Background: an optimization exercise with open tools, aiming at small area and a short achievable clock period. Do not read the settings as production practice.
RTL that was checked went through simulation tests only; none was proved equivalent to the original.
No functional check of the RTL was part of runs 1 to 4.
Power figures rest on the tool's default switching activity, not on a simulated workload.

`config.mk`:
```
export PLATFORM = sky130hd
export DESIGN_NAME = NEURON
export DESIGN_NICKNAME = NEURON
export VERILOG_FILES = /design/flow/design.v
export SDC_FILE = /design/flow/constraint.sdc
export NUM_CORES = 4
export LEC_CHECK = 0
export CAP_MARGIN = 20
export CORE_MARGIN = 2
export CORE_UTILIZATION = 40
export SLEW_MARGIN = 20
```
`run.sh`:
```
#!/bin/bash
# synth_recipe.tcl (not shown) runs the flow's synth.tcl, then flattens the netlist and writes it again
# the make line also repeats each setting of config.mk as NAME=value (left out here)
make -C /OpenROAD-flow-scripts/flow DESIGN_CONFIG=/design/flow/config.mk WORK_HOME=/design/flow/orfs CLKGATE_MAP_FILE= SYNTH_SCRIPT=/design/flow/synth_recipe.tcl finish
```
`constraint.sdc`:
```
create_clock -name core_clock -period 11.0 [get_ports {Clock}]
set_input_delay 2.2000 -clock core_clock [delete_from_list [all_inputs] [get_ports {Clock}]]
set_output_delay 2.2000 -clock core_clock [all_outputs]
set_load 0.01 [all_outputs]
```
`design.v`:
```
`timescale 1ns / 1ps
module MUL6_FA (input a, input b, input c, output s, output co);
  assign s = a ^ b ^ c;
  assign co = (a & b) | (a & c) | (b & c);
endmodule
module MUL6_HA (input a, input b, output s, output co);
  assign s = a ^ b;
  assign co = a & b;
endmodule
module MUL6 (input [5:0] a, input [5:0] b, output [11:0] p);
  wire [5:0] pp [0:5];
  genvar i, j;
  generate
    for (i = 0; i < 6; i = i + 1) begin : gi
      for (j = 0; j < 6; j = j + 1) begin : gj
        assign pp[i][j] = a[i] & b[j];
      end
    end
  endgenerate
  wire s1_4, c1_4, s1_5a, c1_5a, s1_5b, c1_5b, s1_6a, c1_6a, s1_6b, c1_6b, s1_7, c1_7;
  MUL6_HA h14 (pp[0][4], pp[1][3], s1_4, c1_4);
  MUL6_FA f15 (pp[0][5], pp[1][4], pp[2][3], s1_5a, c1_5a);
  MUL6_HA h15 (pp[3][2], pp[4][1], s1_5b, c1_5b);
  MUL6_FA f16 (pp[1][5], pp[2][4], pp[3][3], s1_6a, c1_6a);
  MUL6_HA h16 (pp[4][2], pp[5][1], s1_6b, c1_6b);
  MUL6_FA f17 (pp[2][5], pp[3][4], pp[4][3], s1_7, c1_7);
  wire s2_3, c2_3, s2_4, c2_4, s2_5, c2_5, s2_6, c2_6, s2_7, c2_7, s2_8, c2_8;
  MUL6_HA h23 (pp[0][3], pp[1][2], s2_3, c2_3);
  MUL6_FA f24 (pp[2][2], pp[3][1], pp[4][0], s2_4, c2_4);
  MUL6_FA f25 (pp[5][0], c1_4, s1_5a, s2_5, c2_5);
  MUL6_FA f26 (c1_5a, c1_5b, s1_6a, s2_6, c2_6);
  MUL6_FA f27 (pp[5][2], c1_6a, c1_6b, s2_7, c2_7);
  MUL6_FA f28 (pp[3][5], pp[4][4], pp[5][3], s2_8, c2_8);
  wire s3_2, c3_2, s3_3, c3_3, s3_4, c3_4, s3_5, c3_5, s3_6, c3_6, s3_7, c3_7, s3_8, c3_8, s3_9, c3_9;
  MUL6_HA h32 (pp[0][2], pp[1][1], s3_2, c3_2);
  MUL6_FA f33 (pp[2][1], pp[3][0], s2_3, s3_3, c3_3);
  MUL6_FA f34 (s1_4, c2_3, s2_4, s3_4, c3_4);
  MUL6_FA f35 (s1_5b, c2_4, s2_5, s3_5, c3_5);
  MUL6_FA f36 (s1_6b, c2_5, s2_6, s3_6, c3_6);
  MUL6_FA f37 (s1_7, c2_6, s2_7, s3_7, c3_7);
  MUL6_FA f38 (c1_7, c2_7, s2_8, s3_8, c3_8);
  MUL6_FA f39 (pp[4][5], pp[5][4], c2_8, s3_9, c3_9);
  wire [11:0] r0 = {1'b0, pp[5][5], s3_9, s3_8, s3_7, s3_6, s3_5, s3_4, s3_3, s3_2, pp[0][1], pp[0][0]};
  wire [11:0] r1 = {1'b0, c3_9, c3_8, c3_7, c3_6, c3_5, c3_4, c3_3, c3_2, pp[2][0], pp[1][0], 1'b0};
  assign p[0] = r0[0];
  assign p[11:1] = r0[11:1] + r1[11:1];
endmodule
`timescale 1ns / 1ps
module NEURON(Clock, SignA, SignB, SignC, SignD, ExponentA, ExponentB, ExponentC, ExponentD, MantissaA, MantissaB, MantissaC, MantissaD, SignOut, ExponentOut, MantissaOut, SignOut1, ExponentOut1, MantissaOut1, SignOut2, ExponentOut2, MantissaOut2);
input Clock;
input SignA;
input SignB;
input SignC;
input SignD;
input [4:0] ExponentA;
input [4:0] ExponentB;
input [4:0] ExponentC;
input [4:0] ExponentD;
input [5:0] MantissaA;
input [5:0] MantissaB;
input [5:0] MantissaC;
input [5:0] MantissaD;
output SignOut, SignOut1, SignOut2;
output [4:0] ExponentOut, ExponentOut1, ExponentOut2;
output [5:0] MantissaOut, MantissaOut1, MantissaOut2;
reg [5:0] r_ma, r_mb, r_mc, r_md;
reg [5:0] r_e1, r_e2;    
reg r_t1, r_t2;          
always @(posedge Clock) begin
  r_ma <= MantissaA; r_mb <= MantissaB; r_mc <= MantissaC; r_md <= MantissaD;
  r_e1 <= ExponentA + ExponentB;
  r_e2 <= ExponentC + ExponentD;
  r_t1 <= SignA ~^ SignB;
  r_t2 <= SignC ~^ SignD;
end
wire [6:0] xd = {1'b0, r_e1} + {1'b0, ~r_e2};
wire [6:0] yd = {1'b0, r_e2} + {1'b0, ~r_e1};
wire e1_gt = xd[6];
wire e2_gt = yd[6];
wire [5:0] ediff = e1_gt ? ~yd[5:0] : ~xd[5:0];
wire [3:0] dsat = ediff[3:0] | {4{ediff[5] | ediff[4]}};
wire [11:0] p1, p2;
MUL6 mul1 (r_ma, r_mb, p1);
MUL6 mul2 (r_mc, r_md, p2);
reg [3:0] r_d;           
reg [11:0] r_p1, r_p2;   
reg [3:0] r_sh1, r_sh2;  
always @(posedge Clock) begin
  r_d <= dsat;
  r_p1 <= p1;
  r_p2 <= p2;
  r_sh1 <= r_d & {4{e2_gt}};
  r_sh2 <= r_d & {4{e1_gt}};
end
wire [11:0] ma = r_p1 >> r_sh1;
wire [11:0] mb = r_p2 >> r_sh2;
wire same = r_t1 ~^ r_t2;
wire inv = ~same;
wire [11:0] bb = mb ^ {12{inv}};
wire [6:0] lo = {1'b0, ma[5:0]} + {1'b0, bb[5:0]};
wire gl = lo[6];                           
wire pl = &(ma[5:0] ^ bb[5:0]);            
wire [6:0] u0 = {1'b0, ma[11:6]} + {1'b0, bb[11:6]};
wire [5:0] u1 = ma[11:6] + bb[11:6] + 6'd1;
wire gu = u0[6];
wire pu = &(ma[11:6] ^ bb[11:6]);
wire c_g1 = gu | pu;                       
wire c_g0 = gu;                            
wire [5:0] m_g1 = same ? u1 : (c_g1 ? u1 : ~u1);
wire [5:0] m_g0 = same ? u0[5:0] : (c_g0 ? (pl ? u1 : u0[5:0]) : ~u0[5:0]);
wire [5:0] m = gl ? m_g1 : m_g0;
wire c = gl ? c_g1 : c_g0;                 
wire [11:0] pr = ma ^ bb;
wire [11:0] kk = ma | bb;
wire z = (pr[0] == inv) & (pr[11:1] == kk[10:0]);
wire s = (same | c) ? r_t1 : r_t2;
wire [5:0] E = e1_gt ? r_e1 : r_e2;
wire ge33 = (r_e1[5] & |r_e1[4:0]) | (r_e2[5] & |r_e2[4:0]);
wire ge32 = r_e1[5] | r_e2[5];
wire ge31 = ge32 | (&r_e1[4:0]) | (&r_e2[4:0]);
wire ge30 = ge32 | (&r_e1[4:1]) | (&r_e2[4:1]);
wire ge29 = ge32 | (&r_e1[4:2] & (r_e1[1] | r_e1[0])) | (&r_e2[4:2] & (r_e2[1] | r_e2[0]));
wire ge28 = ge32 | (&r_e1[4:2]) | (&r_e2[4:2]);
wire e0 = ~|{r_e1, r_e2};
reg q_s, q_zero, q_ge33, q_ge32, q_eq31, q_eq30, q_eq29, q_eq28;
reg [5:0] q_m;
reg [4:0] q_e;
always @(posedge Clock) begin
  q_s <= s;
  q_m <= m;
  q_e <= E[4:0];
  q_zero <= ~s & e0 & z;
  q_ge33 <= ge33;
  q_ge32 <= ge32;
  q_eq31 <= ge31 & ~ge32;
  q_eq30 <= ge30 & ~ge31;
  q_eq29 <= ge29 & ~ge30;
  q_eq28 <= ge28 & ~ge29;
end
wire ss = q_s;
wire zero = q_zero;
wire eq32 = q_ge32 & ~q_ge33;
reg [4:0] te; reg [5:0] tm;
always @* begin
  if (zero) begin te = 5'b00000; tm = 6'b000000; end
  else if (q_ge32) begin te = 5'b01111; tm = 6'b000000; end
  else if (q_eq31 & q_m[5]) begin te = 5'b01110; tm = 6'b111000; end
  else if (q_eq31) begin te = 5'b01110; tm = 6'b101100; end
  else if (q_eq30) begin te = 5'b01110; tm = {5'b10000, ~ss}; end
  else if (q_eq29) begin te = 5'b01101; tm = 6'b011000; end
  else if (q_eq28) begin te = 5'b01100; tm = 6'b011110; end
  else begin te = 5'b01011; tm = 6'b001000; end
end
reg [4:0] se; reg [5:0] sm;
always @* begin
  if (zero) begin se = 5'b01110; sm = 6'b000000; end
  else if (~ss) begin
    if (q_ge33) begin se = 5'b00000; sm = 6'b000000; end
    else if (eq32) begin se = 5'b01011; sm = 6'b000000; end
    else if (q_eq31 & (q_m[4:2] == 3'b111)) begin se = 5'b01100; sm = 6'b010000; end
    else if ((q_eq30 & (q_m[5:4] == 2'b11)) | q_eq31) begin se = 5'b01101; sm = 6'b000001; end
    else if (q_eq30) begin se = 5'b01101; sm = 6'b011000; end
    else begin se = 5'b01101; sm = 6'b110100; end
  end else begin
    if (q_ge33) begin se = 5'b01111; sm = 6'b000000; end
    else if (eq32) begin se = 5'b01110; sm = 6'b111010; end
    else if (q_eq31 & (q_m[4:2] == 3'b111)) begin se = 5'b01110; sm = 6'b110000; end
    else if ((q_eq30 & (q_m[5:4] == 2'b11)) | q_eq31) begin se = 5'b01110; sm = 6'b100000; end
    else if (q_eq30) begin se = 5'b01110; sm = 6'b010100; end
    else begin se = 5'b01110; sm = 6'b000110; end
  end
end
assign SignOut = ss;
assign ExponentOut = te;
assign MantissaOut = tm;
assign SignOut1 = 1'b1;
assign ExponentOut1 = se;
assign MantissaOut1 = sm;
assign SignOut2 = ss;
assign ExponentOut2 = ss ? q_e : 5'd0;
assign MantissaOut2 = ss ? q_m : 6'd0;
endmodule
```
==> results of run 1 <==
-- synthesized netlist by cell type (all sizes together), types with 2 or more instances --
cell	number	share of area [%]
dfxtp	93	25
a21o	17	1.7
nor4	9	0.83
nand2	55	2.7
or2	6	0.50
a21boi	2	0.35
ha	76	13
fa	38	10
mux4	4	1.2
a211oi	6	0.73
a21oi	48	3.2
o311ai	4	0.46
nor2	50	2.5
o21ai	34	2.3
nand4	5	0.41
clkbuf	13	0.65
nor3	18	1.2
or4	4	0.40
and3	4	0.33
xor2	13	1.6
and2	80	6.6
a2111oi	2	0.23
nand3	7	0.46
o211ai	5	0.50
mux2	12	1.8
nand2b	10	0.83
a31oi	5	0.41
conb	2	0.099
o31ai	2	0.20
nor3b	2	0.20
o22ai	9	0.74
buf	15	1.1
nor2b	18	1.5
o21bai	2	0.20
inv	84	4.2
a22oi	2	0.20
mux2i	28	3.7
o21a	3	0.30
xnor2	52	6.0
and4	2	0.23
o2bb2ai	2	0.23
-- power groups by stage --
stage,clock [mW],combinational (mW),sequential [mW]
2_1_floorplan,0,1.26,0.482
5_1_grt,0.329,1.73,0.560
6_report,0.303,1.54,0.541
3_3_place_gp,0,1.54,0.549
4_1_cts,0.316,1.55,0.541
3_5_place_dp,0,1.54,0.549
-- metal layers --
layer	part of all wire (%)	track usage, %
met1	51	22.2
met2	45	25.0
met3	2.5	2.43
met4	1.1	4.26
met5	0	0
-- final cells by class --
| type | count | area [µm²] | share of cell area [%] |
|---|---|---|---|
| repair buffers | 82 | 818 | 9.26 |
| clock inverters | 7 | 67.6 | 0.764 |
| clock buffers | 9 | 225 | 2.55 |
| multi-input cells | 654 | 5260 | 59.5 |
| inverters | 84 | 315 | 3.57 |
| flip-flops and latches | 93 | 1860 | 21.1 |
| well taps | 234 | 293 | 3.31 |
-- per-stage QoR --
stage	util [%]	cell area [µm²]
final	47.4	8840
after global routing	47.4	8840
after CTS	47.4	8840
after detailed placement	45.8	8550
after global placement	45.8	8550
after floorplan	-	7570
-- worst max-delay path by stage --
stage / slack [ps] / depth (start not counted) / to
global placement: 7070 / 6 / MantissaOut1[4]
finish: 6680 / 3 / MantissaOut1[5]
detailed placement: 7060 / 3 / MantissaOut1[5]
global route: 6490 / 3 / MantissaOut1[4]
floorplan: 7520 / 6 / MantissaOut1[4]
CTS: 6660 / 5 / MantissaOut1[4]
-- flip-flops by register name (all words and copies together), names as in the netlist, 5 cells and up --
register	cells
r_e2	6
r_md	6
q_m	6
r_p1	12
r_mb	6
q_e	5
r_p2	12
r_ma	6
r_mc	6
r_e1	6
-- worst register-to-register path: stages, from the launching register on --
cell and delay (ps):
dfxtp_1 710, mux2_2 420, o21ai_0 210, o21ai_0 110, nor2b_1 190, xnor2_1 160, ha_1 240, fa_1 440
a211oi_2 330, o211ai_1 210, a21boi_4 320, xnor3_1 350, nor2_1 90, a31oi_1 50
-- cell families (layout without fill, tap and decap cells) --
kind of cell	Yosys count	after routing
simple gates	272	272
compound gates	155	155
fa+ha+maj	114	114
buf+inv	112	182
flops	93	93
xor+xnor	66	66
mux	44	44
other cells	2	3
==> summary.md, run 1 <==
| Metric | Value |
|---|---|
| Status | `finished clean` |
| Hold Startpoint | `r_d[3]` |
| Latest clock arrival within the worst-skew pair | `350 ps` |
| XOR/XNOR share of the synthesized area | `7.93%` |
| Fmax | `0.232 GHz` |
| Hold EP | `r_sh2[3]` |
| Leakage | `3.91 nW` |
| Sequential-to-total area share from yosys stat | `24.6%` |
| Synth Area in Simple Gates | `18.9%` |
| Compound-gate portion of the synthesized area | `13.2%` |
| Commonest non-fill, non-tap cells in the layout | `93 x dfxtp_1, 81 x inv_1, 81 x clkdlybuf4s50_1` |
| Port buffer count | `81` |
| Mapped cell area | `7560 µm²` |
| Fin cells | `1163` |
| Die width | `141 µm` |
| Min cycle time layout | `4320 ps` |
| Max clock buf depth | `2` |
| Initial Util | `40.6%` |
| Layout cells sized above 1 | `5.27%` |
| Vias in the first global route | `5546` |
| Slew margin rel. | `34.5%` |
| # nets final | `1087` |
| Initial antenna violation count | `0` |
| Site row count | `50` |
| Clock transition at path regs | `70 ps` |
| Crit Path Max Fanout | `27` |
| Reg2reg path depth | `13` |
| Cts hold-fix bufs | `0` |
| Total I/O pin count | `85` |
| Measured slew at the worst slew-check pin | `982 ps` |
| RR Startpoint | `r_sh2[1]` |
| Root Buffer | `clkbuf_16` |
| Synth Flop Type | `dfxtp_1` |
| First-pass GRT wire length | `26100 µm` |
| Detailed-route DRC error count | `0` |
| Post-DRT Antenna Nets | `0` |
| Final setup vio count | `0` |
| Via density per instance | `4.96` |
| Worst r2r dst | `q_m[5]` |
| CP endpoint kind | `primary output` |
| Reg2Reg Setup Slack | `7040 ps` |
| Most common cell after layout, fill and taps aside | `dfxtp_1` |
| Tcrit/Tclk final | `39.3%` |
| Die area | `20000 µm²` |
| Logic pwr share | `64.7%` |
| MaxCap Viol Count | `0` |
| Worst EP required | `8800 ps` |
| Placed insts | `1147` |
| Via count | `5770` |
| Final setup TNS | `0 ps` |
| Combinational family with the most area after synthesis | `adder cells` |
| Hold WS | `448 ps` |
| Fillers | `1816` |
| Drt first pass iters | `5` |
| Global route overflow | `0` |
| Worst ir drop on vdd | `122 µV` |
| Power per cell area | `270 nW/µm²` |
| Internal power | `1.33 mW` |
| Area grow syn2layout | `16.9%` |
| Global Route Usage Sum | `15.7%` |
| Total power | `2.39 mW` |
| Setup bufs post-CTS | `0` |
| Number of synthesized flops with an enable pin | `0` |
| # diodes | `0` |
| Post-synth ARST share | `0%` |
| Cells along the critical path | `o21ai_0 -> a31oi_1 -> clkdlybuf4s50_1` |
| Adder-cell share of the synthesized area | `22.6%` |
| Clock Power Share | `12.7%` |
| Synth warn | `2` |
| CTS Sinks | `93` |
| DR iter-0 viols | `267` |
| Cell variety after synth | `66` |
| Crit start category | `register` |
| Final Worst Setup Slack | `6680 ps` |
| Syn Area/Cell | `8.81 µm²` |
| Switching share of power | `44.2%` |
| Crit path from | `q_s` |
| Total Routed Length | `14900 µm` |
| Post-place setup slack | `7060 ps` |
| Fin. max-slew vios | `0` |
| Register share of total power | `22.6%` |
| Worst Path Buf+Inv | `1` |
| CTS buffer count | `9` |
| WL/cell | `12.8 µm` |
| Gpl congestion | `0.900` |
| Critical Path AT | `2120 ps` |
| Mux share of post-synthesis cell area | `6.68%` |
| Synthesis-stage register bit count | `93` |
| Post-CTS sizing | `0` |
| Mapped Cells | `858` |
| Hold Path Class | `reg2reg` |
| Critical path type | `reg2out` |
| CP max stage delay | `810 ps` |
| Largest net degree at the start of global routing | `28` |
| Core area | `18600 µm²` |
| CTS tree | `built` |
| Slowest cell on crit path | `dfxtp_1` |
| Die height | `141 µm` |
| Top delay family on crit path | `flip-flops` |
| RSZ-0062 raised after global routing | `false` |
| Post-DP HPWL | `12100 µm` |
| Worst hold path depth | `1` |
| Psw | `1.06 mW` |
| Hold Vio Cnt, Final | `0` |
| Clk_skew | `7.99 ps` |
| H-tree depth | `3` |
==> run 2, diff against run 1 <==
--- a/design.v
+++ b/design.v
@@ -98,20 +98,37 @@
 wire inv = ~same;
 wire [11:0] bb = mb ^ {12{inv}};
-wire [6:0] lo = {1'b0, ma[5:0]} + {1'b0, bb[5:0]};
-wire gl = lo[6];                           
-wire pl = &(ma[5:0] ^ bb[5:0]);            
-wire [6:0] u0 = {1'b0, ma[11:6]} + {1'b0, bb[11:6]};
-wire [5:0] u1 = ma[11:6] + bb[11:6] + 6'd1;
-wire gu = u0[6];
-wire pu = &(ma[11:6] ^ bb[11:6]);
-wire c_g1 = gu | pu;                       
-wire c_g0 = gu;                            
-wire [5:0] m_g1 = same ? u1 : (c_g1 ? u1 : ~u1);
-wire [5:0] m_g0 = same ? u0[5:0] : (c_g0 ? (pl ? u1 : u0[5:0]) : ~u0[5:0]);
-wire [5:0] m = gl ? m_g1 : m_g0;
-wire c = gl ? c_g1 : c_g0;                 
-wire [11:0] pr = ma ^ bb;
-wire [11:0] kk = ma | bb;
-wire z = (pr[0] == inv) & (pr[11:1] == kk[10:0]);
+wire [11:0] p = ma ^ bb;
+wire [11:0] g = ma & bb;
+wire g10 = g[1] | p[1] & g[0],    p10 = p[1] & p[0];
+wire g32 = g[3] | p[3] & g[2],    p32 = p[3] & p[2];
+wire g54 = g[5] | p[5] & g[4],    p54 = p[5] & p[4];
+wire g76 = g[7] | p[7] & g[6],    p76 = p[7] & p[6];
+wire g98 = g[9] | p[9] & g[8],    p98 = p[9] & p[8];
+wire gba = g[11] | p[11] & g[10], pba = p[11] & p[10];
+wire g30 = g32 | p32 & g10,       p30 = p32 & p10;
+wire g74 = g76 | p76 & g54,       p74 = p76 & p54;
+wire gb8 = gba | pba & g98,       pb8 = pba & p98;
+wire g50 = g54 | p54 & g30,       p50 = p54 & p30;
+wire g70 = g74 | p74 & g30,       p70 = p74 & p30;
+wire gb0 = gb8 | pb8 & g70;        
+wire g60 = g[6] | p[6] & g50,     p60 = p[6] & p50;
+wire g80 = g[8] | p[8] & g70,     p80 = p[8] & p70;
+wire g90 = g98 | p98 & g70,       p90 = p98 & p70;
+wire ga0 = g[10] | p[10] & g90,   pa0 = p[10] & p90;
+wire ci = inv & gb0;
+wire [11:6] cc;
+assign cc[6]  = g50 | p50 & ci;
+assign cc[7]  = g60 | p60 & ci;
+assign cc[8]  = g70 | p70 & ci;
+assign cc[9]  = g80 | p80 & ci;
+assign cc[10] = g90 | p90 & ci;
+assign cc[11] = ga0 | pa0 & ci;
+wire flip = inv & ~gb0;
+wire [5:0] su = p[11:6] ^ cc[11:6];
+wire [5:0] m = su ^ {6{flip}};
+wire c = gb0;
+wire [5:0] kl = ma[5:0] | mb[5:0];
+wire lowz = ~p[0] & (p[5:1] == kl[4:0]);
+wire z = inv ? (p50 & p[6] & p[7] & pb8) : (lowz & ~|su);
 wire s = (same | c) ? r_t1 : r_t2;
 wire [5:0] E = e1_gt ? r_e1 : r_e2;
==> run 2 against run 1 <==
Net effect:
- critical path depth unchanged
- wire length down 2.6%
- sequential share of layout area rose by 1.8 points
- register-to-register slack got worse by 350 ps
- first-iteration DRC count decreased by 48%
- worst hold slack improved by 15 ps
- power fell by 14%
- final cell count decreased by 11%
- critical path type unchanged
- critical endpoint is now MantissaOut1[2]
- largest cell class unchanged
- highest routed layer unchanged
==> summary.md, run 2 <==
| Metric | Value |
|---|---|
| Psw | `840 µW (-20%)` |
| Top-count cell post-synth | `dfxtp_1` |
| Post-synth top cells | `93 x dfxtp_1, 73 x and2_1, 70 x inv_1, 65 x ha_1, 51 x nand2_1` |
| Worst r2r dst | `q_zero` |
| Switching share of power | `41.1% (-3.1 points)` |
| # diodes | `0 (unchanged)` |
| RSZ-0062 raised after global routing | `false` |
| Detailed-route DRC error count | `0 (unchanged)` |
| # nets final | `961 (-12%)` |
| Vias in the first global route | `5300 (-4.4%)` |
| Core Util, Final | `48.9% (+1.5 points)` |
| WL/cell | `14.0 µm (+9.4%)` |
| Status | `finished clean` |
| Clk_skew | `9.18 ps (+1.19 ps)` |
| Fmax | `0.222 GHz (-4.0%)` |
| Crit start category | `register` |
| Area share of the largest cell type after synthesis | `27.0% (+2.4 points)` |
| Cts hold-fix bufs | `0 (unchanged)` |
| Synth warn | `2 (unchanged)` |
| Via density per instance | `5.02 (+1.2%)` |
| Mapped cell area | `6880 µm² (-9.0%)` |
| Port buffer count | `81 (unchanged)` |
| Reg2reg path depth | `14 (+1)` |
| Final setup TNS | `0 ps (unchanged)` |
| Crit Path Max Fanout | `25 (-7.4%)` |
| Fin. max-slew vios | `0 (unchanged)` |
| Hold WS | `463 ps (+15.2 ps)` |
| CP endpoint kind | `primary output` |
| Synth Flop Type | `dfxtp_1` |
| DR iter-0 viols | `139 (-48%)` |
| Post-CTS sizing | `0 (unchanged)` |
| Total I/O pin count | `85 (unchanged)` |
| Mapped Cells | `745 (-13%)` |
| Largest net degree at the start of global routing | `26 (-7.1%)` |
| Logic pwr share | `55.9% (-8.8 points)` |
| Die width | `135 µm (-4.5%)` |
| Top cells by area, synth | `dfxtp_1 27%, ha_1 12%, fa_1 10%` |
| H-tree depth | `3 (unchanged)` |
| Global route overflow | `0 (unchanged)` |
| Register share of total power | `27.0% (+4.4 points)` |
| Total Routed Length | `14500 µm (-2.6%)` |
| MaxCap Viol Count | `0 (unchanged)` |
| Layout cells sized above 1 | `5.02% (-0.25 points)` |
| Clock transition at path regs | `70 ps (about the same)` |
| Cell variety after synth | `62 (-6.1%)` |
| Biggest regs | `r_p1: 12 flops, r_p2: 12 flops` |
| Drt first pass iters | `4 (-1)` |
| Fillers | `1593 (-12%)` |
| First-pass GRT wire length | `24500 µm (-6.0%)` |
| Commonest non-fill, non-tap cells in the layout | `93 x dfxtp_1, 81 x clkdlybuf4s50_1, 73 x and2_1` |
| Internal power | `1.20 mW (-9.7%)` |
| Initial antenna violation count | `0 (unchanged)` |
| Setup bufs post-CTS | `0 (unchanged)` |
| Root Buffer | `clkbuf_16` |
| Synthesis-stage register bit count | `93 (unchanged)` |
| Post-DRT Antenna Nets | `0 (unchanged)` |
| Most common cell after layout, fill and taps aside | `dfxtp_1` |
| Max clock buf depth | `2 (unchanged)` |
| Min cycle time layout | `4500 ps (+180 ps)` |
| Sequential-to-total area share from yosys stat | `27.0% (+2.4 points)` |
| Post-DP HPWL | `11800 µm (-2.3%)` |
| Number of synthesized flops with an enable pin | `0 (unchanged)` |
| Clock Power Share | `17.1% (+4.4 points)` |
| Post-synth ARST share | `0% (unchanged)` |
| Post-place setup slack | `6690 ps (-369 ps)` |
| Die area | `18300 µm² (-8.7%)` |
| Reg2Reg Setup Slack | `6690 ps (-350 ps)` |
| Via count | `5200 (-9.9%)` |
| Power per cell area | `251 nW/µm² (-7.3%)` |
| Area grow syn2layout | `18.6%` |
| Hold Path Class | `reg2reg` |
| Global Route Usage Sum | `16.8% (+1.0 points)` |
| Syn Area/Cell | `9.24 µm² (+4.8%)` |
| Hold Startpoint | `r_d[0]` |
| Final setup vio count | `0 (unchanged)` |
| Critical path type | `reg2out` |
| Site row count | `47 (-6.0%)` |
| Core area | `16700 µm² (-10%)` |
| Die height | `135 µm (-4.5%)` |
| Hold Vio Cnt, Final | `0 (unchanged)` |
| Worst EP required | `8800 ps (about the same)` |
| CTS tree | `built` |
| Worst hold path depth | `1 (unchanged)` |
| CTS buffer count | `9 (unchanged)` |
| Worst ir drop on vdd | `115 µV (-6.3%)` |
| Slew margin rel. | `53.4% (+19 points)` |
| RR Startpoint | `r_sh2[0]` |
| CTS Sinks | `93 (unchanged)` |
| Synth area leader | `dfxtp_1` |
| Initial Util | `41.2% (+0.65 points)` |
| Hold EP | `r_sh2[0]` |
| Critical Path AT | `2300 ps (+180 ps)` |
| Gpl congestion | `0.860 (-4.4%)` |
| Leakage | `3.57 nW (-8.8%)` |
| Latest clock arrival within the worst-skew pair | `350 ps (about the same)` |
| Final Worst Setup Slack | `6500 ps (-180 ps)` |
| Tcrit/Tclk final | `40.9% (+1.6 points)` |
| Measured slew at the worst slew-check pin | `697 ps (-284 ps)` |
-- run 2: cell types whose count changed after synthesis, sizes merged, moves of 7 or more --
cell and change:
nor2 -15, mux2i -11, ha -11, xnor2 -12, and2 -7, a21oi -7, mux4 +8, o21bai +10
inv -14, a21o -9
-- run 2: logic make-up (layout without fill, tap and decap cells) --
| kind of cell | after synthesis | count (layout) | synth area share (%) |
|---|---|---|---|
| xor gates and xnor gates | 57 | 57 | 7.25 |
| AOI/OAI and AO/OA | 131 | 131 | 11.9 |
| adders and majority gates | 101 | 101 | 22.3 |
| buffers and inverters | 98 | 168 | 6.13 |
| DFF | 93 | 93 | 27.0 |
| and+or+nand+nor | 227 | 227 | 17.6 |
| other | 2 | 3 | 0.109 |
| muxes | 36 | 36 | 7.71 |
-- run 2: critical path: stages (launching register included) --
cell	delay, ps
dfxtp_1	770
nand2_1	90
a2111oi_0	470
clkdlybuf4s50_1	620
-- run 2: worst max-delay path by stage --
stage	from	endpoint	slack (ps)	depth (start not counted)
after floorplan	r_sh2[0]	q_zero	7220	16
after global placement	r_sh2[0]	q_zero	6850	14
after CTS	q_s	MantissaOut1[2]	6470	3
after detailed placement	r_sh2[0]	q_zero	6690	14
after global routing	q_s	MantissaOut1[2]	6310	3
final	q_s	MantissaOut1[2]	6500	3
-- run 2: per-stage QoR --
stage               std cells  instance area [µm²]  power, mW
floorplan                 746                 6890       1.42
global placement         1020                 7820       1.67
detailed placement       1020                 7820       1.70
CTS                      1036                 8160       2.06
global route             1036                 8160       2.21
finish                   1036                 8160       2.04
-- run 2: per-layer routing --
layer	track usage [%]	vias to the layer above	routed length (µm)
met4	6.60	0	317
li1	-	2640	-
met5	0	-	0
met2	30.3	81	7560
met1	19.6	2459	6160
met3	3.07	20	452
-- run 2: area by class of cell --
class                   count  area, µm²  area share, %
clock buffers              10        239           2.93
clock inverters             6        100           1.23
inverters                  70        263           3.22
multi-input cells         555       4600           56.4
flip-flops and latches     93       1860           22.8
well taps                 220        275           3.37
repair buffers             82        818           10.0
-- run 2: power groups by stage --
stage / registers (mW) / logic (mW) / clock network, mW
6_report: 0.552 / 1.14 / 0.350
2_1_floorplan: 0.478 / 0.942 / 0
5_1_grt: 0.569 / 1.27 / 0.372
3_5_place_dp: 0.560 / 1.14 / 0
4_1_cts: 0.552 / 1.15 / 0.360
3_3_place_gp: 0.554 / 1.11 / 0
==> run 3, diff against run 2 <==
--- a/design.v
+++ b/design.v
@@ -140,11 +140,16 @@
 wire ge28 = ge32 | (&r_e1[4:2]) | (&r_e2[4:2]);
 wire e0 = ~|{r_e1, r_e2};
-reg q_s, q_zero, q_ge33, q_ge32, q_eq31, q_eq30, q_eq29, q_eq28;
-reg [5:0] q_m;
-reg [4:0] q_e;
+reg q_s, q_sn, q_zero, q_ge33, q_ge32, q_eq31, q_eq30, q_eq29, q_eq28;
+reg q_m5, q_m432, q_m54;
+reg [5:0] q_rm;
+reg [4:0] q_re;
 always @(posedge Clock) begin
   q_s <= s;
-  q_m <= m;
-  q_e <= E[4:0];
+  q_sn <= ~s;
+  q_rm <= s ? m : 6'd0;
+  q_re <= s ? E[4:0] : 5'd0;
+  q_m5 <= m[5];
+  q_m432 <= &m[4:2];
+  q_m54 <= &m[5:4];
   q_zero <= ~s & e0 & z;
   q_ge33 <= ge33;
@@ -155,5 +160,4 @@
   q_eq28 <= ge28 & ~ge29;
 end
-wire ss = q_s;
 wire zero = q_zero;
 wire eq32 = q_ge32 & ~q_ge33;
@@ -162,7 +166,7 @@
   if (zero) begin te = 5'b00000; tm = 6'b000000; end
   else if (q_ge32) begin te = 5'b01111; tm = 6'b000000; end
-  else if (q_eq31 & q_m[5]) begin te = 5'b01110; tm = 6'b111000; end
+  else if (q_eq31 & q_m5) begin te = 5'b01110; tm = 6'b111000; end
   else if (q_eq31) begin te = 5'b01110; tm = 6'b101100; end
-  else if (q_eq30) begin te = 5'b01110; tm = {5'b10000, ~ss}; end
+  else if (q_eq30) begin te = 5'b01110; tm = {5'b10000, ~q_s}; end
   else if (q_eq29) begin te = 5'b01101; tm = 6'b011000; end
   else if (q_eq28) begin te = 5'b01100; tm = 6'b011110; end
@@ -172,9 +176,9 @@
 always @* begin
   if (zero) begin se = 5'b01110; sm = 6'b000000; end
-  else if (~ss) begin
+  else if (q_sn) begin
     if (q_ge33) begin se = 5'b00000; sm = 6'b000000; end
     else if (eq32) begin se = 5'b01011; sm = 6'b000000; end
-    else if (q_eq31 & (q_m[4:2] == 3'b111)) begin se = 5'b01100; sm = 6'b010000; end
-    else if ((q_eq30 & (q_m[5:4] == 2'b11)) | q_eq31) begin se = 5'b01101; sm = 6'b000001; end
+    else if (q_eq31 & q_m432) begin se = 5'b01100; sm = 6'b010000; end
+    else if ((q_eq30 & q_m54) | q_eq31) begin se = 5'b01101; sm = 6'b000001; end
     else if (q_eq30) begin se = 5'b01101; sm = 6'b011000; end
     else begin se = 5'b01101; sm = 6'b110100; end
@@ -182,11 +186,11 @@
     if (q_ge33) begin se = 5'b01111; sm = 6'b000000; end
     else if (eq32) begin se = 5'b01110; sm = 6'b111010; end
-    else if (q_eq31 & (q_m[4:2] == 3'b111)) begin se = 5'b01110; sm = 6'b110000; end
-    else if ((q_eq30 & (q_m[5:4] == 2'b11)) | q_eq31) begin se = 5'b01110; sm = 6'b100000; end
+    else if (q_eq31 & q_m432) begin se = 5'b01110; sm = 6'b110000; end
+    else if ((q_eq30 & q_m54) | q_eq31) begin se = 5'b01110; sm = 6'b100000; end
     else if (q_eq30) begin se = 5'b01110; sm = 6'b010100; end
     else begin se = 5'b01110; sm = 6'b000110; end
   end
 end
-assign SignOut = ss;
+assign SignOut = q_s;
 assign ExponentOut = te;
 assign MantissaOut = tm;
@@ -194,6 +198,6 @@
 assign ExponentOut1 = se;
 assign MantissaOut1 = sm;
-assign SignOut2 = ss;
-assign ExponentOut2 = ss ? q_e : 5'd0;
-assign MantissaOut2 = ss ? q_m : 6'd0;
-endmodule
+assign SignOut2 = q_s;
+assign ExponentOut2 = q_re;
+assign MantissaOut2 = q_rm;
+endmodule
==> run 3 against run 2 <==
Net effect:
- combinational power is 18% higher
- worst hold slack worse by 18 ps
- sequential power is 1% higher
- clock power is 9.1% lower
- worst setup slack worse by 230 ps
- clock-buffer cell count stayed put
- flip-flop and latch count is 4 higher
- critical path type is now reg2reg
==> summary.md, run 3 <==
| Metric | Value |
|---|---|
| Max clock buf depth | `2 (unchanged)` |
| Vias in the first global route | `5311 (+0.21%)` |
| Register area | `1940 µm² (+4.3%)` |
| Fmax | `0.212 GHz (-4.8%)` |
| Post-DP HPWL | `11700 µm (-0.97%)` |
| WL/cell | `13.2 µm (-5.4%)` |
| Synth area leader | `dfxtp_1` |
| DR iter-0 viols | `331 (+140%)` |
| CP endpoint kind | `register` |
| Core area | `17400 µm² (+3.9%)` |
| Post-DRT Antenna Nets | `0 (unchanged)` |
| Largest net degree at the start of global routing | `21 (-19%)` |
| Area share of the largest cell type after synthesis | `27.2% (+0.19 points)` |
| Post-CTS sizing | `0 (unchanged)` |
| Detailed-route DRC error count | `0 (unchanged)` |
| Hold Vio Cnt, Final | `0 (unchanged)` |
| Top-count cell post-synth | `dfxtp_1` |
| Reg2Reg Setup Slack | `6270 ps (-420 ps)` |
| Sequential-to-total area share from yosys stat | `27.2% (+0.19 points)` |
| Synthesis-stage register bit count | `97 (+4.3%)` |
| Post-synth top cells | `97 x dfxtp_1, 67 x and2_1, 67 x inv_1, 65 x ha_1, 63 x nor2_1` |
| Biggest regs | `r_p1: 12 flops, r_p2: 12 flops` |
| RSZ-0062 raised after global routing | `false` |
| Total power | `2.21 mW (+8.3%)` |
| Worst EP required | `11250 ps (+2450 ps)` |
| Clock transition at path regs | `70 ps (about the same)` |
| Adder-cell share of the synthesized area | `21.5% (-0.77 points)` |
| Hold Startpoint | `r_d[3]` |
| Critical Path AT | `4980 ps (+2680 ps)` |
| Synth Flop Type | `dfxtp_1` |
| Latest clock arrival within the worst-skew pair | `350 ps (about the same)` |
| # nets final | `1005 (+4.6%)` |
| Fin. max-slew vios | `0 (unchanged)` |
| CTS tree | `built` |
| MaxCap Viol Count | `0 (unchanged)` |
| Hold Path Class | `reg2reg` |
| Synth Area in Simple Gates | `19.7% (+2.1 points)` |
| Global Route Usage Sum | `16.2% (-0.53 points)` |
| Reg2reg path depth | `13 (-1)` |
| Worst hold path depth | `1 (unchanged)` |
| Worst r2r dst | `q_zero` |
| Slew margin rel. | `32.2% (-21 points)` |
| Number of synthesized flops with an enable pin | `0 (unchanged)` |
| Layout cells sized above 1 | `5.47% (+0.45 points)` |
| Total I/O pin count | `85 (unchanged)` |
| Global route overflow | `0 (unchanged)` |
| Tcrit/Tclk final | `43.0% (+2.1 points)` |
| Power per cell area | `263 nW/µm² (+4.9%)` |
| Total Routed Length | `14300 µm (-0.98%)` |
| # diodes | `0 (unchanged)` |
| Die width | `138 µm (+1.7%)` |
| Mapped Cells | `787 (+5.6%)` |
| Site row count | `48 (+2.1%)` |
| Root Buffer | `clkbuf_16` |
| Initial Util | `41.1% (-0.14 points)` |
| Gpl congestion | `0.847 (-1.5%)` |
| Top cells by area, synth | `dfxtp_1 27%, ha_1 11%, fa_1 10%` |
| Area occupied by multi-input gates | `4820 µm² (+4.8%)` |
| Crit Path Max Fanout | `13 (-48%)` |
| Final setup TNS | `0 ps (unchanged)` |
| XOR/XNOR share of the synthesized area | `6.63% (-0.62 points)` |
| CTS buffer count | `9 (unchanged)` |
| Compound-gate portion of the synthesized area | `11.8% (-0.13 points)` |
| Cell variety after synth | `61 (-1.6%)` |
| Area grow syn2layout | `18.1%` |
| Min cycle time layout | `4730 ps (+226 ps)` |
| Via density per instance | `5.08 (+1.3%)` |
| Status | `finished clean` |
| Commonest non-fill, non-tap cells in the layout | `97 x dfxtp_1, 81 x clkdlybuf4s50_1, 67 x inv_1, 67 x and2_1, 65 x ha_1` |
| Die area | `18900 µm² (+3.5%)` |
| Most common cell after layout, fill and taps aside | `dfxtp_1` |
| Combinational family with the most area after synthesis | `adder cells` |
| Measured slew at the worst slew-check pin | `1010 ps (+314 ps)` |
| Setup bufs post-CTS | `0 (unchanged)` |
| Cts hold-fix bufs | `0 (unchanged)` |
| Die height | `138 µm (+1.7%)` |
| Port buffer count | `81 (unchanged)` |
| Post-synth ARST share | `0% (unchanged)` |
| Mux share of post-synthesis cell area | `7.79% (+0.085 points)` |
| Worst ir drop on vdd | `134 µV (+17%)` |
| RR Startpoint | `r_sh2[0]` |
| Hold EP | `r_sh2[3]` |
| First-pass GRT wire length | `24700 µm (+0.90%)` |
| Clk_skew | `7.85 ps (-1.33 ps)` |
| Mapped cell area | `7130 µm² (+3.6%)` |
| Initial antenna violation count | `0 (unchanged)` |
| Via count | `5510 (+6.0%)` |
| Final instance area | `8420 µm² (+3.2%)` |
| Critical path type | `reg2reg` |
| Dpl cell area | `8120 µm² (+3.8%)` |
| Final setup vio count | `0 (unchanged)` |
| Syn Area/Cell | `9.06 µm² (-1.9%)` |
| Drt first pass iters | `4 (unchanged)` |
| H-tree depth | `3 (unchanged)` |
| Crit start category | `register` |
| Fillers | `1666 (+4.6%)` |
| Leakage | `3.68 nW (+3.2%)` |
| CTS Sinks | `97 (+4.3%)` |
| Synth warn | `2 (unchanged)` |
[run 3: worst max-delay path by stage]
stage             start      to  slack [ps]  cells after the start
6_report       r_sh2[0]  q_zero        6270                     13
3_5_place_dp   r_sh2[0]  q_zero        6260                     12
3_3_place_gp   r_sh2[0]  q_zero        6430                     13
5_1_grt        r_sh2[0]  q_zero        5820                     12
2_1_floorplan  r_sh2[0]  q_zero        6900                     13
4_1_cts        r_sh2[0]  q_zero        6260                     12
[run 3: kinds of logic (layout without fill, tap and decap cells)]
| logic type | count (synthesis) | in the layout |
|---|---|---|
| flops | 97 | 97 |
| mux | 37 | 37 |
| simple gates | 272 | 272 |
| buf+inv | 93 | 164 |
| xor+xnor | 54 | 54 |
| fa+ha+maj | 101 | 101 |
| other cells | 2 | 3 |
| compound gates | 131 | 131 |
[run 3: area by class of cell]
class	count	area share (%)
repair buffers	82	9.72
inverters	67	2.99
clock inverters	5	0.758
well taps	225	3.34
clock buffers	10	2.84
flip-flops and latches	97	23.1
multi-input cells	598	57.3
[run 3: through the flow]
step,setup slack [ps],std cells,hold slack [ps],utilization (%)
after floorplan,6900,788,421,-
after detailed placement,6260,1069,434,46.8
after global routing,5820,1084,481,48.5
after CTS,6260,1084,449,48.5
final,6270,1084,446,48.5
after global placement,6430,1069,428,46.8
[run 3: worst max-delay path, cell delays in order, from the launching register on]
cell	delay, ps
dfxtp_1	730
mux4_2	590
and2_1	170
a211o_1	300
xnor2_1	140
ha_1	360
nand4_1	210
nor4_1	520
nand2_1	200
nor4b_1	180
nor3_1	230
xor2_1	170
or4_1	550
a2111oi_2	290
[run 3: routing by layer]
| metal | up-vias | track usage (%) | part of all wire [%] |
|---|---|---|---|
| met2 | 72 | 26.7 | 48 |
| met4 | 0 | 4.35 | 1.3 |
| met1 | 2620 | 21.9 | 47 |
| met5 | - | 0 | 0 |
| li1 | 2805 | - | - |
| met3 | 13 | 3.09 | 3.2 |
[run 3: report_power, final]
group          total (mW)  internal, mW  switching (mW)
clock network       0.318         0.184           0.134
logic                1.34         0.629           0.708
registers           0.558         0.446           0.112
total                2.21          1.26           0.955
==> run 4, diff against run 3 <==
==> flow/run.sh (new file) <==
#!/bin/bash
# The standard layout; the port buffers are plain buf_2 cells instead of
# the resizer's default pick.
set -euo pipefail
export BUFFER_PORTS_ARGS="-buffer_cell sky130_fd_sc_hd__buf_2"
bash standard.sh > standard_flow.log 2>&1
==> standard.sh (new file) <==
#!/bin/bash
# synth_recipe.tcl (not shown) runs the flow's synth.tcl, then flattens the netlist and writes it again
# the make line also repeats each setting of config.mk as NAME=value (left out here)
make -C /OpenROAD-flow-scripts/flow DESIGN_CONFIG=/design/flow/config.mk WORK_HOME=/design/flow/orfs CLKGATE_MAP_FILE= SYNTH_SCRIPT=/design/flow/synth_recipe.tcl "${@:-finish}"
removed: run.sh
==> run 4 against run 3 <==
Net effect:
- final cell count hardly changed
- worst setup slack better by 37 ps
- flip-flop and latch count unchanged
- power shrank 2.4%
- utilization fell by 2.4 points
- wire length shrank 0.61%
- synthesized cell count unchanged
- maximum frequency increased by 0.78%
- critical path type unchanged
- highest routed layer unchanged
==> summary.md, run 4 <==
| Metric | Value |
|---|---|
| Status | `finished clean` |
| DR iter-0 viols | `243 (-27%)` |
| Syn Area/Cell | `9.06 µm² (unchanged)` |
| Post-CTS sizing | `0 (unchanged)` |
| Post-synth ARST share | `0% (unchanged)` |
| Final setup vio count | `0 (unchanged)` |
| Worst EP required | `11250 ps (about the same)` |
| Placed insts | `1069 (unchanged)` |
| Critical path type | `reg2reg` |
| Number of synthesized flops with an enable pin | `0 (unchanged)` |
| # nets final | `1005 (unchanged)` |
| Psw | `963 µW (+0.84%)` |
| Cell variety after synth | `61 (unchanged)` |
| Die height | `138 µm (unchanged)` |
| Hold Vio Cnt, Final | `0 (unchanged)` |
| Die width | `138 µm (unchanged)` |
| Final Worst Setup Slack | `6310 ps (+36.6 ps)` |
| Min cycle time layout | `4690 ps (-36.6 ps)` |
| Top cells by area, synth | `dfxtp_1 27%, ha_1 11%, fa_1 10%` |
| Area share of the largest cell type after synthesis | `27.2% (unchanged)` |
| Die area | `18900 µm² (unchanged)` |
| Most common cell after layout, fill and taps aside | `dfxtp_1` |
| Vias in the first global route | `5121 (-3.6%)` |
| Total power | `2.16 mW (-2.4%)` |
| Detailed-route DRC error count | `0 (unchanged)` |
| Switching share of power | `44.6% (+1.4 points)` |
| Via density per instance | `5.05 (-0.69%)` |
| Initial Util | `41.1% (unchanged)` |
| Setup bufs post-CTS | `0 (unchanged)` |
| Site row count | `48 (unchanged)` |
| Critical Path AT | `4940 ps (-40 ps)` |
| Tcrit/Tclk final | `42.6% (-0.33 points)` |
| Dpl cell area | `7710 µm² (-5.0%)` |
| Post-synth top cells | `97 x dfxtp_1, 67 x and2_1, 67 x inv_1, 65 x ha_1, 63 x nor2_1` |
| Power per cell area | `270 nW/µm² (+2.8%)` |
| Synth area leader | `dfxtp_1` |
| Measured slew at the worst slew-check pin | `1070 ps (+55.3 ps)` |
| Via count | `5477 (-0.60%)` |
| H-tree depth | `3 (unchanged)` |
| Final instance area | `8000 µm² (-5.0%)` |
| Clock Power Share | `13.9% (-0.5 points)` |
| Latest clock arrival within the worst-skew pair | `360 ps (about the same)` |
| Port buffer count | `81 (unchanged)` |
| Global Route Usage Sum | `16.0% (-0.26 points)` |
| Global route overflow | `0 (unchanged)` |
| Internal power | `1.20 mW (-4.9%)` |
| Hold Path Class | `reg2reg` |
| Post-DP HPWL | `11500 µm (-2.0%)` |
| Cts hold-fix bufs | `0 (unchanged)` |
| Slew margin rel. | `28.5% (-3.7 points)` |
| Slowest cell on crit path | `mux2i_1` |
| Initial antenna violation count | `0 (unchanged)` |
| Synth Flop Type | `dfxtp_1` |
| Root Buffer | `clkbuf_16` |
| CTS buffer count | `9 (unchanged)` |
| CTS tree | `built` |
| Clock transition at path regs | `70 ps (about the same)` |
| Final setup TNS | `0 ps (unchanged)` |
| Gpl congestion | `0.847 (about the same)` |
| MaxCap Viol Count | `0 (unchanged)` |
| Post-DRT Antenna Nets | `0 (unchanged)` |
| Fin cells | `1085 (+0.092%)` |
| Total I/O pin count | `85 (unchanged)` |
| Fmax | `0.213 GHz (+0.78%)` |
| Post-place setup slack | `6360 ps (+95.6 ps)` |
| Crit path from | `r_sh2[0]` |
| Logic pwr share | `60.2% (-0.2 points)` |
| Register share of total power | `25.9% (+0.7 points)` |
| Worst hold path depth | `1 (unchanged)` |
| Synth warn | `2 (unchanged)` |
| Layout cells sized above 1 | `15.0% (+9.5 points)` |
| # diodes | `0 (unchanged)` |
| Hold Startpoint | `r_d[1]` |
| Crit Path Max Fanout | `13 (unchanged)` |
| Fin. max-slew vios | `0 (unchanged)` |
| Sequential-to-total area share from yosys stat | `27.2% (unchanged)` |
| Crit start category | `register` |
| RSZ-0062 raised after global routing | `false` |
| Cells along the critical path | `mux4_2 -> and2_1 -> a211o_1 -> xnor2_1 -> ha_1 -> nand4_1 -> nor3_1 -> nor4_1 -> nor2_1 -> mux2i_1 -> inv_1 -> a2111oi_2` |
| CP max stage delay | `760 ps (+30 ps)` |
| Area grow syn2layout | `12.2%` |
| Top-count cell post-synth | `dfxtp_1` |
| Synthesis-stage register bit count | `97 (unchanged)` |
| Leakage | `3.70 nW (+0.33%)` |
| Max clock buf depth | `2 (unchanged)` |
| Total Routed Length | `14300 µm (-0.61%)` |
| Drt first pass iters | `5 (+1)` |
| CTS Sinks | `97 (unchanged)` |
| WL/cell | `13.1 µm (-0.71%)` |
| CP endpoint kind | `register` |
| Commonest non-fill, non-tap cells in the layout | `97 x dfxtp_1, 81 x buf_2, 67 x inv_1, 67 x and2_1, 65 x ha_1` |
| First-pass GRT wire length | `24000 µm (-2.8%)` |
| Clk_skew | `6.92 ps (-0.923 ps)` |
| Mapped Cells | `787 (unchanged)` |
| Worst ir drop on vdd | `119 µV (-11%)` |
| Biggest regs | `r_p1: 12 flops, r_p2: 12 flops` |
| Largest net degree at the start of global routing | `21 (unchanged)` |
| Core area | `17400 µm² (unchanged)` |
| RR Startpoint | `r_sh2[0]` |
| Reg2reg path depth | `12 (-1)` |
| Mapped cell area | `7130 µm² (unchanged)` |
==> run 4: changes by cell type in the layout (fill, tap and decap cells not counted) <==
cell,before,now
clkinvlp_4,0,2
buf_2,0,81
clkdlybuf4s50_1,81,0
bufinv_16,1,0
clkbuf_8,1,0
inv_8,1,2
==> run 4: layer usage <==
layer	wire, µm	part of all wire (%)	global-route usage, %
met5	0	0	0
met4	280	2.0	6.24
met3	402	2.8	2.87
met2	6840	48	26.0
met1	6740	47	21.1
==> run 4: cells by family (layout without fill, tap and decap cells) <==
logic type / Yosys count / count (layout) / share of synthesized area, %
compound gates: 131 / 131 / 11.8
xor+xnor: 54 / 54 / 6.63
fa+ha+maj: 101 / 101 / 21.5
buf+inv: 93 / 165 / 5.25
flops: 97 / 97 / 27.2
mux: 37 / 37 / 7.79
other cells: 2 / 3 / 0.105
simple gates: 272 / 272 / 19.7
==> run 4: power by group through the flow <==
stage / Combinational [mW] / Sequential (mW) / Clock [mW]
2_1_floorplan: 1.09 / 0.507 / 0
3_3_place_gp: 1.29 / 0.567 / 0
3_5_place_dp: 1.30 / 0.568 / 0
4_1_cts: 1.30 / 0.560 / 0.312
5_1_grt: 1.47 / 0.577 / 0.326
6_report: 1.30 / 0.559 / 0.300
==> run 4: final cells by class <==
type	count	area (µm²)
fill	1708	9360
multi-input combinational	598	4820
sequential	97	1940
timing repair buffer	82	413
tap	225	282
inverter	67	251
clock buffer	9	225
clock inverter	7	60.1
==> run 4: worst paths after layout <==
path                                  to  slack, ps
worst max-delay path              q_zero       6310
worst max register to register    q_zero       6310
worst min register to register  r_sh2[1]        450
worst min-delay path            r_sh2[1]        450
==> run 4: worst max-delay path: cells and delay by family, from the launching register on <==
family | cells | cell delay [ps]
xor gates and xnor gates | 1 | 140
AOI/OAI and AO/OA | 2 | 660
buffers and inverters | 1 | 190
adders and majority gates | 1 | 350
DFF | 1 | 730
and+or+nand+nor | 5 | 1200
muxes | 2 | 1330
==> run 4: through the flow <==
step                      hold WS (ps)  utilization [%]
after floorplan                    421                -
after global placement             426             44.4
after detailed placement           437             44.4
after CTS                          454             46.1
after global routing               480             46.1
final                              448             46.1
==> run 5, diff against run 4 <==
--- a/design.v
+++ b/design.v
@@ -128,7 +128,6 @@
 wire [5:0] m = su ^ {6{flip}};
 wire c = gb0;
-wire [5:0] kl = ma[5:0] | mb[5:0];
-wire lowz = ~p[0] & (p[5:1] == kl[4:0]);
-wire z = inv ? (p50 & p[6] & p[7] & pb8) : (lowz & ~|su);
+wire [11:0] kl = ma | mb;
+wire z = inv ? (p50 & p[6] & p[7] & pb8) : (~p[0] & (p[11:1] == kl[10:0]));
 wire s = (same | c) ? r_t1 : r_t2;
 wire [5:0] E = e1_gt ? r_e1 : r_e2;
==> flow/run.sh (replaced) <==
#!/bin/bash
# The standard layout, with plain buf_2 cells as port buffers and timing
# repair aiming below the clock period (paths with less than SETUP_SLACK_MARGIN
# ns of slack are repaired).
set -euo pipefail
export BUFFER_PORTS_ARGS="-buffer_cell sky130_fd_sc_hd__buf_2"
export SETUP_SLACK_MARGIN=7.5
bash standard.sh > standard_flow.log 2>&1
==> run 5 against run 4 <==
Net effect:
- non-clock buffer count is 42 higher
- combinational power grew 28%
- flip-flop and latch count stayed put
- synthesized cell count increased by 2.3%
- power grew 19%
- utilization is 3.4 points higher
- clock skew shrank 2.4 ps
- critical endpoint is now MantissaOut1[4]
- largest power group unchanged
==> summary.md, run 5 <==
| Metric | Value |
|---|---|
| DR iter-0 viols | `366 (+51%)` |
| Core area | `17800 µm² (+2.8%)` |
| Biggest regs | `r_p1: 12 flops, r_p2: 12 flops` |
| Power per cell area | `291 nW/µm² (+7.6%)` |
| Area grow syn2layout | `22.3%` |
| MaxCap Viol Count | `0 (unchanged)` |
| Slew margin rel. | `52.3% (+24 points)` |
| Cts hold-fix bufs | `0 (unchanged)` |
| Final setup vio count | `0 (unchanged)` |
| Total power | `2.57 mW (+19%)` |
| Die area | `19100 µm² (+1.3%)` |
| Mapped Cells | `805 (+2.3%)` |
| Fin. max-slew vios | `0 (unchanged)` |
| Leakage | `4.05 nW (+9.7%)` |
| Mapped cell area | `7220 µm² (+1.3%)` |
| Commonest non-fill, non-tap cells in the layout | `81 x buf_2, 77 x dfxtp_1, 69 x inv_1` |
| Syn Area/Cell | `8.97 µm² (-0.97%)` |
| Global Route Usage Sum | `16.3% (+0.32 points)` |
| Post-synth top cells | `97 x dfxtp_1, 71 x inv_1, 66 x nand2_1, 65 x ha_1, 58 x nor2_1` |
| Most common cell after layout, fill and taps aside | `buf_2` |
| Top cells by area, synth | `dfxtp_1 27%, ha_1 11%, fa_1 10%` |
| RR Startpoint | `r_sh2[0]` |
| Worst hold path depth | `1 (unchanged)` |
| Initial Util | `40.5% (-0.60 points)` |
| Die height | `138 µm (+0.63%)` |
| Post-DRT Antenna Nets | `0 (unchanged)` |
| H-tree depth | `3 (unchanged)` |
| Synth area leader | `dfxtp_1` |
| Measured slew at the worst slew-check pin | `713 ps (-354 ps)` |
| Sequential-to-total area share from yosys stat | `26.9% (-0.35 points)` |
| Initial antenna violation count | `0 (unchanged)` |
| Hold EP | `r_sh1[3]` |
| Number of synthesized flops with an enable pin | `0 (unchanged)` |
| Global route overflow | `0 (unchanged)` |
| Synthesis-stage register bit count | `97 (unchanged)` |
| Drt first pass iters | `5 (unchanged)` |
| Register area | `1990 µm² (+2.4%)` |
| First-pass GRT wire length | `26100 µm (+8.5%)` |
| Detailed-route DRC error count | `0 (unchanged)` |
| Post-synth ARST share | `0% (unchanged)` |
| RSZ-0062 raised after global routing | `true` |
| Worst r2r dst | `q_zero` |
| Area occupied by multi-input gates | `5130 µm² (+6.4%)` |
| Critical path type | `reg2out` |
| Tcrit/Tclk final | `33.1% (-9.6 points)` |
| Post-DP HPWL | `11500 µm (about the same)` |
| Clock transition at path regs | `70 ps (about the same)` |
| CTS Sinks | `97 (unchanged)` |
| Final setup TNS | `0 ps (unchanged)` |
| Gpl congestion | `0.860 (+1.5%)` |
| Crit Path Max Fanout | `9 (-4)` |
| Synth warn | `2 (unchanged)` |
| Area share of the largest cell type after synthesis | `26.9% (-0.35 points)` |
| Largest net degree at the start of global routing | `18 (-14%)` |
| Max clock buf depth | `2 (unchanged)` |
| Crit start category | `register` |
| # nets final | `1063 (+5.8%)` |
| WL/cell | `13.6 µm (+3.7%)` |
| Root Buffer | `clkbuf_16` |
| # diodes | `0 (unchanged)` |
| CTS tree | `built` |
| Total Routed Length | `15600 µm (+9.6%)` |
| Total I/O pin count | `85 (unchanged)` |
| Fillers | `1665 (-2.5%)` |
| Cell variety after synth | `64 (+4.9%)` |
| Layout cells sized above 1 | `24.2% (+9.2 points)` |
| Reg2reg path depth | `15 (+3)` |
| Hold Vio Cnt, Final | `0 (unchanged)` |
| CTS buffer count | `9 (unchanged)` |
| Clk_skew | `4.53 ps (-2.40 ps)` |
| Worst EP required | `8800 ps (-2450 ps)` |
| Critical Path AT | `1440 ps (-3500 ps)` |
| Hold Startpoint | `r_d[3]` |
| Via count | `5830 (+6.4%)` |
| Synth Flop Type | `dfxtp_1` |
| Die width | `138 µm (+0.63%)` |
| Min cycle time layout | `3640 ps (-1050 ps)` |
| Top-count cell post-synth | `dfxtp_1` |
| Vias in the first global route | `5495 (+7.3%)` |
| Latest clock arrival within the worst-skew pair | `350 ps (about the same)` |
| Via density per instance | `5.08 (+0.69%)` |
| Port buffer count | `81 (unchanged)` |
| Fmax | `0.275 GHz (+29%)` |
| Status | `finished clean` |
| CP endpoint kind | `primary output` |
| Reg2Reg Setup Slack | `7480 ps (+1170 ps)` |
| Site row count | `49 (+2.1%)` |
| Hold Path Class | `reg2reg` |
| Worst ir drop on vdd | `137 µV (+15%)` |
-- run 5: cell types whose count changed after synthesis, sizes merged, moves of 5 or more --
cell   change
o21a       +5
nand2      +9
xnor2     +10
nand3      +6
nor2       -5
o21ai     +13
inv        +5
and2      -20
mux2i     +10
-- run 5: repair_timing --
action                     CTS  global route
pin swaps                   12            29
setup endpoints to repair   35            39
gates resized for setup     41            58
cloned                       0             1
buffers inserted            26            15
-- run 5: how the worst max path moves through the flow --
stage	start	endpoint	slack, ps	depth (start not counted)
after CTS	q_eq31	MantissaOut1[4]	7350	5
final	q_eq31	MantissaOut1[4]	7360	5
after detailed placement	r_sh2[0]	q_zero	6480	12
after global routing	q_eq31	MantissaOut1[4]	7280	5
after global placement	r_sh2[0]	q_zero	6510	12
after floorplan	r_sh2[0]	q_m54	7510	15
-- run 5: logic make-up after synthesis --
logic type / count (synthesis) / share of synthesized area, %
compound gates: 149 / 13.2
xor+xnor: 62 / 7.52
fa+ha+maj: 101 / 21.2
buf+inv: 100 / 5.58
flops: 97 / 26.9
mux: 41 / 7.93
other cells: 2 / 0.104
simple gates: 253 / 17.5
-- run 5: through the flow --
stage / setup slack [ps] / cell area, µm² / utilization, % / hold slack [ps] / instances
after floorplan: 7510 / 7250 / - / 430 / 806
after global placement: 6510 / 7810 / 43.8 / 440 / 1089
after detailed placement: 6480 / 7810 / 43.8 / 450 / 1089
after CTS: 7350 / 8490 / 47.6 / 457 / 1131
after global routing: 7280 / 8830 / 49.5 / 476 / 1147
final: 7360 / 8830 / 49.5 / 453 / 1147
-- run 5: cell type report --
type / instances / share of cell area (%)
Sequential cell: 97 / 22.5
Clock inverter: 6 / 1.10
Multi-Input combinational cell: 609 / 58.1
Timing Repair Buffer: 124 / 9.24
Clock buffer: 10 / 2.71
Inverter: 72 / 3.09
Tap cell: 229 / 3.24
-- run 5: worst max-delay path, cell delays in order (launching register included) --
cell      delay (ps)
dfxtp_4          390
nand2b_4         170
o211ai_1         160
a21oi_1           90
nor3_1           120
buf_2            150
-- run 5: report_power, final --
| part | total [mW] | internal (mW) | switching (mW) |
|---|---|---|---|
| clock | 0.352 | 0.209 | 0.143 |
| sequential | 0.560 | 0.451 | 0.109 |
| combinational | 1.66 | 0.824 | 0.831 |
-- run 5: metal layers --
metal / share of wire [%] / up-vias / GRT usage, %
met4: 1.8 / 0 / 5.32
met3: 3.6 / 20 / 3.26
met5: 0 / - / 0
met1: 47 / 2750 / 22.1
li1: - / 2955 / -
met2: 47 / 105 / 26.2
==> run 6, diff against run 5 <==
--- a/flow/run.sh
+++ b/flow/run.sh
@@ -5,4 +5,4 @@
 set -euo pipefail
 export BUFFER_PORTS_ARGS="-buffer_cell sky130_fd_sc_hd__buf_2"
-export SETUP_SLACK_MARGIN=7.5
+export SETUP_SLACK_MARGIN=7.0
 bash standard.sh > standard_flow.log 2>&1
==> run 6 against run 5 <==
Net effect:
- clock-buffer cell count is the same
- largest power group unchanged
- die area is the same
- critical path type unchanged
- combinational power shrank 19%
==> summary.md, run 6 <==
| Metric | Value |
|---|---|
| Power per cell area | `270 nW/µm² (-7.2%)` |
| Commonest non-fill, non-tap cells in the layout | `92 x dfxtp_1, 81 x buf_2, 71 x inv_1` |
| Largest net degree at the start of global routing | `20 (+2)` |
| Biggest regs | `r_p1: 12 flops, r_p2: 12 flops` |
| Gpl congestion | `0.847 (-1.4%)` |
| Synth warn | `2 (unchanged)` |
| Reg2Reg Setup Slack | `7230 ps (-250 ps)` |
| Switching share of power | `43.2% (+0.97 points)` |
| Fin. max-slew vios | `0 (unchanged)` |
| Core area | `17800 µm² (unchanged)` |
| Post-synth top cells | `97 x dfxtp_1, 71 x inv_1, 66 x nand2_1, 65 x ha_1, 58 x nor2_1` |
| Syn Area/Cell | `8.97 µm² (unchanged)` |
| First-pass GRT wire length | `24500 µm (-6.1%)` |
| Psw | `956 µW (-12%)` |
| Min cycle time layout | `3800 ps (+164 ps)` |
| Measured slew at the worst slew-check pin | `989 ps (+276 ps)` |
| Die area | `19100 µm² (unchanged)` |
| Number of synthesized flops with an enable pin | `0 (unchanged)` |
| Dpl cell area | `7790 µm² (-0.19%)` |
| Synthesis-stage register bit count | `97 (unchanged)` |
| Sequential-to-total area share from yosys stat | `26.9% (unchanged)` |
| Cell variety after synth | `64 (unchanged)` |
| CTS Sinks | `97 (unchanged)` |
| Most common cell after layout, fill and taps aside | `dfxtp_1` |
| Crit start category | `register` |
| Clk_skew | `15.0 ps (+10.5 ps)` |
| # diodes | `0 (unchanged)` |
| Hold Path Class | `reg2reg` |
| Post-DRT Antenna Nets | `0 (unchanged)` |
| Reg2reg path depth | `13 (-2)` |
| Internal power | `1.26 mW (-15%)` |
| Logic pwr share | `60.7% (-3.8 points)` |
| Area grow syn2layout | `13.8%` |
| Mapped cell area | `7220 µm² (unchanged)` |
| Top-count cell post-synth | `dfxtp_1` |
| Top cells by area, synth | `dfxtp_1 27%, ha_1 11%, fa_1 10%` |
| Global route overflow | `0 (unchanged)` |
| Hold Vio Cnt, Final | `0 (unchanged)` |
| Fmax | `0.263 GHz (-4.3%)` |
| CP endpoint kind | `primary output` |
| RSZ-0062 raised after global routing | `false` |
| RR Startpoint | `r_sh2[0]` |
| Synth area leader | `dfxtp_1` |
| Port buffer count | `81 (unchanged)` |
| Final instance area | `8220 µm² (-7.0%)` |
| Via count | `5605 (-3.9%)` |
| Total Routed Length | `14200 µm (-8.9%)` |
| Final setup TNS | `0 ps (unchanged)` |
| Crit path from | `q_ge32` |
| Status | `finished clean` |
| Critical path type | `reg2out` |
| Mapped Cells | `805 (unchanged)` |
| Root Buffer | `clkbuf_16` |
| Worst r2r dst | `q_m5` |
| # nets final | `1031 (-3.0%)` |
| Tcrit/Tclk final | `34.6% (+1.5 points)` |
| Vias in the first global route | `5268 (-4.1%)` |
| Die width | `138 µm (unchanged)` |
| Worst EP required | `8800 ps (about the same)` |
| Post-DP HPWL | `11200 µm (-2.2%)` |
| Clock Power Share | `14.0% (+0.3 points)` |
| Slew margin rel. | `33.8% (-19 points)` |
| Leakage | `3.79 nW (-6.5%)` |
| Die height | `138 µm (unchanged)` |
| Via density per instance | `5.03 (-1.0%)` |
| Area share of the largest cell type after synthesis | `26.9% (unchanged)` |
| Initial Util | `40.5% (unchanged)` |
| Total I/O pin count | `85 (unchanged)` |
| Max clock buf depth | `2 (unchanged)` |
| Post-synth ARST share | `0% (unchanged)` |
| CTS buffer count | `9 (unchanged)` |
| Site row count | `49 (unchanged)` |
| Drt first pass iters | `4 (-1)` |
| Global Route Usage Sum | `15.2% (-1.1 points)` |
| DR iter-0 viols | `354 (-3.3%)` |
| Crit Path Max Fanout | `12 (+3)` |
| Detailed-route DRC error count | `0 (unchanged)` |
| CTS tree | `built` |
| Layout cells sized above 1 | `15.5% (-8.7 points)` |
| Worst ir drop on vdd | `104 µV (-24%)` |
| Total power | `2.22 mW (-14%)` |
| Initial antenna violation count | `0 (unchanged)` |
| Synth Flop Type | `dfxtp_1` |
| Latest clock arrival within the worst-skew pair | `360 ps (about the same)` |
| Final setup vio count | `0 (unchanged)` |
| Hold WS | `447 ps (-6.54 ps)` |
| WL/cell | `12.8 µm (-6.2%)` |
| Clock transition at path regs | `70 ps (about the same)` |
| Critical Path AT | `1600 ps (+160 ps)` |
| Register share of total power | `25.3% (+3.5 points)` |
| Worst hold path depth | `1 (unchanged)` |
| H-tree depth | `3 (unchanged)` |
| Critical path capture point | `MantissaOut1[5]` |
| MaxCap Viol Count | `0 (unchanged)` |
run 6: final cells by class:
type / instances / area, µm²
Timing Repair Buffer: 92 / 500
Tap cell: 229 / 287
Sequential cell: 97 / 1960
Fill cell: 1731 / 9620
Clock buffer: 10 / 229
Multi-Input combinational cell: 609 / 4920
Inverter: 72 / 270
Clock inverter: 5 / 56.3
run 6: metrics by stage:
stage / cells / setup slack [ps] / util [%]
floorplan: 806 / 7260 / -
global placement: 1089 / 6400 / 43.7
detailed placement: 1089 / 6340 / 43.7
CTS: 1104 / 7010 / 45.4
global route: 1114 / 7020 / 46.1
finish: 1114 / 7200 / 46.1
run 6: repair_timing:
action                     CTS  global route
buffers inserted             0            10
resized for setup            6             8
cloned                       0             0
setup endpoints to repair   16            16
hold buffers                 0             0
pin swaps                    0             1
run 6: cell families (layout without fill, tap and decap cells):
kind of cell	after synthesis	count (layout)	synth area share [%]
xor gates and xnor gates	62	62	7.52
other	2	3	0.104
muxes	41	41	7.93
DFF	97	97	26.9
and+or+nand+nor	253	253	17.5
buffers and inverters	100	179	5.58
AOI/OAI and AO/OA	149	149	13.2
adders and majority gates	101	101	21.2
run 6: per-layer routing:
layer  share of wire (%)  vias up  track usage, %
met4                 1.8        0            5.69
met2                  45       80            23.4
met5                   0        -               0
met1                  51     2612            21.8
li1                    -     2894               -
met3                 2.4       19            2.01
run 6: worst min path at each step:
stage                 from        to  slack, ps
CTS                 r_d[2]  r_sh1[2]        460
detailed placement  r_d[3]  r_sh1[3]        450
global placement    r_d[3]  r_sh1[3]        440
finish              r_d[2]  r_sh2[2]        450
global route        r_d[2]  r_sh2[2]        470
floorplan           r_d[0]  r_sh1[0]        430
run 6: power groups by stage:
stage,combinational [mW],sequential (mW),clock [mW]
finish,1.35,0.561,0.310
global route,1.51,0.578,0.334
CTS,1.29,0.566,0.319
detailed placement,1.28,0.571,0
global placement,1.28,0.571,0
floorplan,1.09,0.504,0
run 6: worst max-delay path: stages, from the launching register on:
cell	delay, ps
dfxtp_1	420
nor3_1	420
a21oi_1	130
nor3_1	130
buf_2	150

[what the ideal ports hide]
Ports are ideal in the flow. The routed layouts listed here were re-timed in OpenROAD.
Step 1, drivers: a clkbuf_16 drives Clock and a buf_2 each remaining input, both assumed.
Step 2 times the ports against the registers' clock, not the clock port: input delays grow and output delays shrink by t, the midpoint of the rising clock arrivals with the driver on.
Slacks: no drivers / after step 1 / after step 2; pairs: no drivers / after step 1.
| run | t (ns) | slack for setup (ns) | worst setup path after step 2 | worst register clock-pin slew, ns | worst data-port slew with drivers (ns) |
|---|---|---|---|---|---|
| run 1 | 0.387 | 6.680 / 6.641 / 7.028 | register to output | 0.07 / 0.07 | 0.04 |
| run 2 | 0.392 | 6.500 / 6.455 / 6.690 | register to register | 0.07 / 0.07 | 0.04 |
| run 3 | 0.382 | 6.274 / 6.274 / 6.274 | register to register | 0.07 / 0.07 | 0.04 |
| run 4 | 0.396 | 6.311 / 6.311 / 6.311 | register to register | 0.07 / 0.07 | 0.04 |
| run 5 | 0.388 | 7.363 / 7.322 / 7.475 | register to register | 0.07 / 0.07 | 0.03 |
| run 6 | 0.388 | 7.198 / 7.159 / 7.235 | register to register | 0.07 / 0.07 | 0.03 |
After both steps every run listed still meets setup and hold.
